Background: an optimization exercise with open tools, aiming at a short achievable clock period and few clock cycles. Do not read the settings as production practice. Function was checked by simulation only, so behaviour that the tests miss may differ from the original. Power figures rest on the tool's default switching activity, not on a simulated workload.

==> run a: inputs <==
==> flow/design.v (excerpt) <==
module minirv_pipe(
input         clk,
input         rst_n,
output [31:0] imem_addr,
input  [31:0] imem_rdata,
output [31:0] dmem_addr,
output        dmem_we,
output [31:0] dmem_wdata,
input  [31:0] dmem_rdata,
output        debug_wb_have_inst,
output [31:0] debug_wb_pc,
output        debug_wb_ena,
output [4:0]  debug_wb_reg,
output [31:0] debug_wb_value
);
export LEC_CHECK = 0
export CAP_MARGIN = 20
export CORE_MARGIN = 2
export CORE_UTILIZATION = 60
export PLACE_DENSITY = 0.72
export SLEW_MARGIN = 20
create_clock -name core_clock -period 11.0 [get_ports {clk}]
standard.sh (not shown) runs the stock make flow with config.mk's settings and CLKGATE_MAP_FILE= SYNTH_SCRIPT=/design/flow/synth_recipe.tcl, a recipe that flattens the netlist after the stock synthesis.
==> flow/flow/run.sh <==
#!/bin/bash
# Standard synthesis and layout; only the setup margin that repair_timing aims for is raised.
set -euo pipefail
bash standard.sh synth > synth.log 2>&1
bash standard.sh SETUP_SLACK_MARGIN=8 finish > layout.log 2>&1
==> inputs of run b, as changes to run a <==
--- a/flow/design.v
+++ b/flow/design.v
@@ -25,14 +25,11 @@
 reg         id_is_br, id_off4, id_off8;
 reg         id_pred;       
 reg  [31:0] id_recv;       
 reg         rec_valid;     
 reg  [4:0]  rec_rd;
-reg  [31:0] rec_any;       
-reg         rec_new;       
-reg  [31:0] rec_old;       
-wire [31:0] rec_val = rec_new ? rec_any : rec_old;
+reg  [31:0] rec_val;
 reg         ex_valid;
 reg  [31:0] ex_pc;
 reg  [31:0] ex_rs1v, ex_rs2v;
 reg  [31:0] ex_imm;
 reg  [31:0] ex_pres;       
@@ -56,13 +53,14 @@
 reg  [31:0] mem_sdata;
 reg  [4:0]  mem_rd;
 reg         mem_wen, mem_fwen;
 reg         mem_is_load, mem_is_sbsh;
 reg  [2:0]  mem_f3;
+reg         wb_we;         
 reg  [31:0] wb_pc;
 reg  [31:0] wb_result;     
-reg  [4:0]  wb_rd;         
+reg  [4:0]  wb_rd;
 reg         wb_wen;
 reg  [31:0] dm_addr;
 reg  [31:0] dm_wdata;
 reg         dm_we;
 reg         dm_drain;      
@@ -75,11 +73,11 @@
 generate
     for (gi = 1; gi < 32; gi = gi + 1) begin : g_rf
         always @(posedge clk or negedge rst_n) begin
             if (~rst_n)
                 rf[gi*32 +: 32] <= 32'b0;
-            else if (wb_rd == gi)
+            else if (wb_we && wb_rd == gi)
                 rf[gi*32 +: 32] <= wb_result;
         end
     end
 endgenerate
 wire [6:0] id_op   = id_inst[6:0];
@@ -108,32 +106,30 @@
 wire [31:0] id_imm   = id_store ? imm_s : (id_lui | id_auipc) ? imm_u : imm_i;
 wire [31:0] id_pres  = id_lui ? imm_u : id_auipc ? id_pc + imm_u : id_pc4;
 wire [31:0] id_jexp  = id_pc8 - imm_i;
 wire [31:0] rf_r1 = rf_all[id_rs1*32 +: 32];
 wire [31:0] rf_r2 = rf_all[id_rs2*32 +: 32];
-wire        byp1  = (|wb_rd) & (wb_rd == id_rs1);
-wire        byp2  = (|wb_rd) & (wb_rd == id_rs2);
+wire        byp1  = wb_we & (wb_rd == id_rs1);
+wire        byp2  = wb_we & (wb_rd == id_rs2);
 wire [31:0] id_r1 = byp1 ? wb_result : rf_r1;
 wire [31:0] id_r2 = byp2 ? wb_result : rf_r2;
 wire f1_mem = ex_valid & ex_fwen & (ex_rd == id_rs1);
 wire f2_mem = ex_valid & ex_fwen & (ex_rd == id_rs2);
 wire f1_wb  = mem_valid & mem_fwen & (mem_rd == id_rs1) & ~f1_mem;
 wire f2_wb  = mem_valid & mem_fwen & (mem_rd == id_rs2) & ~f2_mem;
 wire load_use = id_valid & ex_valid & ex_is_load & (|ex_rd) &
                 ((id_use1 & (ex_rd == id_rs1)) | (id_use2 & (ex_rd == id_rs2)));
 wire sb_ins   = mem_valid & mem_is_sbsh;             
 wire sb_vnext = sb_ins | (sb_valid & ~dm_drain);     
-wire ex_mem_op = ex_valid & (ex_is_load | ex_is_store);
-wire st_wait  = id_valid & id_store & ((ex_valid & ex_is_sbsh) | (sb_vnext & ex_mem_op));
-wire stall_id = st_wait | load_use;
+wire stall_ex = ex_valid & ex_is_store & sb_vnext;
+wire stall_id = stall_ex | load_use;
 wire id_zdep = ex_valid & ex_is_addi & ex_fwen & id_is_br & ~id_off4 & (id_f3[2:1] == 2'b00) &
                (((ex_rd == id_rs1) & (id_rs2 == 5'd0)) | ((ex_rd == id_rs2) & (id_rs1 == 5'd0)));
 wire id_zero = ex_rs1v == ex_nimm;
 wire id_ztaken = id_zero ^ id_f3[0];
-wire id_jfar     = id_jal & ~id_pred & ~id_off4;    
-wire id_redirect = id_valid & ((id_zdep & (id_ztaken ^ id_pred)) | id_jfar) & ~ex_skip;
-wire [31:0] id_rtarget = id_jfar ? id_pc + imm_j : id_ztaken ? id_target : id_pc4;
+wire id_redirect = id_valid & id_zdep & (id_ztaken ^ id_pred);
+wire [31:0] id_rtarget = id_ztaken ? id_target : id_pc4;
 wire [31:0] a  = ex_rs1v;
 wire [31:0] r2 = ex_rs2v;
 wire [31:0] b  = ex_opb;
 wire [31:0] sum   = a + ex_opbx + {31'b0, ex_sub};
 wire        slt   = (a[31] ^ b[31]) ? a[31] : (a[30:0] < b[30:0]);
@@ -190,11 +186,11 @@
 wire [31:0] st_merged;
 assign st_merged[7:0]   = (mem_f3[0] ? ~ma[1] : ma == 2'd0) ? mem_sdata[7:0]  : rdata[7:0];
 assign st_merged[15:8]  = (mem_f3[0] ? ~ma[1] : ma == 2'd1) ? (mem_f3[0] ? mem_sdata[15:8] : mem_sdata[7:0]) : rdata[15:8];
 assign st_merged[23:16] = (mem_f3[0] ?  ma[1] : ma == 2'd2) ? mem_sdata[7:0]  : rdata[23:16];
 assign st_merged[31:24] = (mem_f3[0] ?  ma[1] : ma == 2'd3) ? (mem_f3[0] ? mem_sdata[15:8] : mem_sdata[7:0]) : rdata[31:24];
-wire        ex_adv_mem = ex_mem_op;
+wire        ex_adv_mem = ex_valid & (ex_is_load | ex_is_store) & ~stall_ex;
 wire        drain_next = sb_vnext & ~ex_adv_mem;
 wire [31:0] mem_fwd   = mem_is_load ? ld_val : mem_result;
 always @(posedge clk) begin
     dm_addr  <= ex_adv_mem ? agu : sb_ins ? mem_result : {sb_addr, 2'b00};
     dm_wdata <= ex_adv_mem ? r2  : sb_ins ? st_merged  : sb_data;
@@ -224,12 +220,14 @@
 always @(posedge clk or negedge rst_n) begin
     if (~rst_n) dbg_have <= 1'b0;
     else        dbg_have <= mem_valid;
 end
 always @(posedge clk) begin
-    dbg_reg   <= mem_rd;
-    dbg_value <= mem_fwd;
+    if (mem_valid) begin
+        dbg_reg   <= mem_rd;
+        dbg_value <= mem_fwd;
+    end
 end
 assign debug_wb_have_inst = dbg_have;
 assign debug_wb_pc        = wb_pc;
 assign debug_wb_ena       = wb_wen;
 assign debug_wb_reg       = dbg_reg;
@@ -249,29 +247,15 @@
 wire        if_zknown = fi[14:12] != 3'b100 && fi[14:12] != 3'b101;
 wire        if_bpred  = if_br & (if_same ? if_always :
                                  ((if_z1 | if_z2) & if_zknown) ? if_zpred : fi[31]);
 wire        if_jalr   = fi[6:0] == 7'b1100111;
 wire        if_jpred  = if_jalr & rec_valid & (fi[19:15] == rec_rd);
-wire        if_jnear  = if_jal & (fi[19:12] == {8{fi[31]}});
-wire        if_taken  = ((if_jnear | if_bpred) & ~if_off4) | if_jpred;
-wire [13:0] if_lo_b   = {1'b0, pci[12:0]} + {1'b0, if_imm_b[12:0]};
-wire [18:0] if_hb     = pci[31:13];
-wire [18:0] if_hb_p   = if_hb + 19'd1;
-wire [18:0] if_hb_m   = if_hb - 19'd1;
-wire [18:0] if_hi_b   = fi[31] ? (if_lo_b[13] ? if_hb : if_hb_m) : (if_lo_b[13] ? if_hb_p : if_hb);
-wire [31:0] if_tgt_b  = {if_hi_b, if_lo_b[12:0]};
-wire [13:0] if_lo_j   = {1'b0, pci[12:0]} + {1'b0, if_imm_j[12:0]};
-wire [18:0] if_hi_j   = fi[31] ? (if_lo_j[13] ? if_hb : if_hb_m) : (if_lo_j[13] ? if_hb_p : if_hb);
-wire [31:0] if_tgt_j  = {if_hi_j, if_lo_j[12:0]};    
-wire [12:0] if_lo_r   = {1'b0, rec_val[11:0]} + {1'b0, fi[31:20]};
-wire [19:0] if_hr     = rec_val[31:12];
-wire [19:0] if_hr_p   = if_hr + 20'd1;
-wire [19:0] if_hr_m   = if_hr - 20'd1;
-wire [19:0] if_hi_r   = fi[31] ? (if_lo_r[12] ? if_hr : if_hr_m) : (if_lo_r[12] ? if_hr_p : if_hr);
-wire [31:0] if_tgt_r  = {if_hi_r, if_lo_r[11:0]};
-wire [31:0] if_target = ({32{if_jal}} & if_tgt_j) | ({32{if_jalr}} & {if_tgt_r[31:1], 1'b0}) |
-                        ({32{~if_jal & ~if_jalr}} & if_tgt_b);
+wire        if_taken  = ((if_jal | if_bpred) & ~if_off4) | if_jpred;
+wire [31:0] if_tgt_j  = pci + if_imm_j;
+wire [31:0] if_tgt_b  = pci + if_imm_b;
+wire [31:0] if_tgt_r  = rec_val + {{20{fi[31]}}, fi[31:20]};
+wire [31:0] if_target = if_jal ? if_tgt_j : if_jalr ? {if_tgt_r[31:1], 1'b0} : if_tgt_b;
 wire        if_auipc  = fi[6:0] == 7'b0010111;
 wire        if_writes = if_auipc | if_jal | if_jalr | (fi[6:0] == 7'b0110111) | (fi[6:0] == 7'b0000011) |
                         (fi[6:0] == 7'b0010011) | (fi[6:0] == 7'b0110011);
 always @(posedge clk or negedge rst_n) begin
     if (~rst_n)
@@ -280,15 +264,14 @@
         if (if_auipc & (|fi[11:7]))                 rec_valid <= 1'b1;
         else if (if_writes & (fi[11:7] == rec_rd))  rec_valid <= 1'b0;
     end
 end
 always @(posedge clk) begin
-    if (~stall_id & if_auipc & (|fi[11:7]))
+    if (~stall_id & if_auipc) begin
         rec_rd  <= fi[11:7];
-    rec_any <= pci + {fi[31:12], 12'b0};
-    rec_new <= ~stall_id & if_auipc & (|fi[11:7]);
-    rec_old <= rec_val;
+        rec_val <= pci + {fi[31:12], 12'b0};
+    end
 end
 wire [31:0] if_pc4    = pci + 32'd4;
 wire        pc_take_if = if_taken & ~ex_redirect & ~id_redirect & ~stall_id;
 wire [31:0] pc_other   = ex_redirect ? ex_target : id_redirect ? id_rtarget : stall_id ? pci : if_pc4;
 wire [31:0] pc_next    = pc_take_if ? if_target : pc_other;
@@ -301,21 +284,22 @@
         pc        <= 32'b0;
         pc_n      <= 32'hffffffff;
         id_valid  <= 1'b0;
         ex_valid  <= 1'b0;
         mem_valid <= 1'b0;
-        wb_rd     <= 5'd0;
+        wb_we     <= 1'b0;
     end else begin
         pc   <= pc_next;
         pc_n <= ~pc_next;
         if (ex_redirect)      id_valid <= 1'b0;
         else if (id_redirect) id_valid <= 1'b0;
         else if (stall_id)    id_valid <= id_valid;
         else                  id_valid <= 1'b1;
-        ex_valid <= id_valid & ~ex_redirect & ~ex_skip & ~stall_id;
-        mem_valid <= ex_valid;
-        wb_rd     <= (mem_valid & mem_fwen) ? mem_rd : 5'd0;
+        if (stall_ex)         ex_valid <= ex_valid;
+        else                  ex_valid <= id_valid & ~ex_redirect & ~ex_skip & ~load_use;
+        mem_valid <= ex_valid & ~stall_ex;
+        wb_we     <= mem_valid & mem_fwen;
     end
 end
 always @(posedge clk) begin
     if (~stall_id) begin
         id_inst   <= imem_rdata;
@@ -329,11 +313,11 @@
         id_pred   <= if_taken;
         id_recv   <= rec_val;
     end
 end
 always @(posedge clk) begin
-    begin
+    if (~stall_ex) begin
         ex_pc       <= id_pc;
         ex_rs1v     <= f1_mem ? ex_res : f1_wb ? mem_fwd : id_r1;
         ex_rs2v     <= id_b_fwd;
         ex_opb      <= id_opb;
         ex_opbx     <= id_sub ? ~id_b_fwd : id_opb;
@@ -379,10 +363,10 @@
     mem_is_sbsh <= ex_is_sbsh;
     mem_f3      <= ex_f3;
 end
 always @(posedge clk) begin
     wb_pc      <= mem_pc;
-    if (mem_valid & mem_fwen)
-        wb_result <= mem_fwd;
+    wb_result  <= mem_fwd;
+    wb_rd      <= mem_rd;
     wb_wen     <= mem_wen;
 end
 endmodule
CORE_UTILIZATION = 40   (was 60)
PLACE_DENSITY = not set   (was 0.72)
==> inputs of run c, as changes to run a <==
CORE_UTILIZATION = 40   (was 60)
PLACE_DENSITY = not set   (was 0.72)
==> qor summary <==
	run b	run a	run c
Status	timing/DRC/antenna clean	timing/DRC/antenna clean	timing/DRC/antenna clean
Multi-input combinational area share	44.6%	45.7%	45.5%
Placeable Area	0.273 sq mm	0.177 sq mm	0.266 sq mm
Highest-delay cell along the critical path	edfxtp_1	or4_4	fa_2
Footprint of the multi-input gates	0.0629 sq mm	0.0634 sq mm	0.0628 sq mm
Compound-cell area share of the yosys netlist	9.46%	9.63%	9.63%
Sinks on Clock Net	1949	1981	1981
Layout buffer count excluding clock buffers	1201	1353	1237
Clock group	7.78 mW	7.49 mW	7.74 mW
Sequential Area	0.0509 sq mm	0.0478 sq mm	0.0478 sq mm
Peak ir drop on the vdd network	159 uV	193 uV	138 uV
GRT Util Overall	32.9%	50.7%	33.1%
Worst Reg2Reg Path Length in Cells	16	16	19
Share of cells above drive strength 1	45.4%	46.2%	44.9%
Worst endpoint required time	11.80 ns	11.82 ns	11.76 ns
Final cycle utilization of the critical path	38.9%	39.3%	39.6%
Testbench counts of run a, summed over its fixed seeds: cycles 188,256.
Testbench counts of run b, summed over its fixed seeds: cycles 188,256.
Testbench counts of run c, summed over its fixed seeds: cycles 188,256.

afterwards: timing with drivers on the ports:
The flow's constraints put no driver on any port. The routed layouts listed below were extracted and timed again, unchanged, in two steps.
Step 1 assumes that a clkbuf_16 drives the clock port and a buf_2 every other input.
Step 2, shift: input delay + t, output delay - t, t = (earliest + latest rising clock arrival at the registers) / 2. This alone moves slack from input paths to output paths.
a / b / c = ideal / step 1 / step 2; a / b = the first two.
run | shift t [ns] | setup slack, ns | worst hold slack (ns) | clock arrival spread, ns | worst slew at a driven data input, ns
run a | 1.026 | 6.674 / 6.674 / 5.698 | 0.319 / 0.319 / 0.319 | 0.072 / 0.072 | 0.09
run b | 1.016 | 6.720 / 6.720 / 5.852 | 0.290 / 0.290 / 0.290 | 0.122 / 0.121 | 0.10
run c | 1.002 | 6.643 / 6.708 / 5.705 | 0.318 / 0.318 / 0.318 | 0.129 / 0.129 | 0.24
After both steps setup and hold are still met in every run listed. The setup slack of run a, which loses most, moves by 0.000 ns with the drivers and by -0.976 ns with both steps.
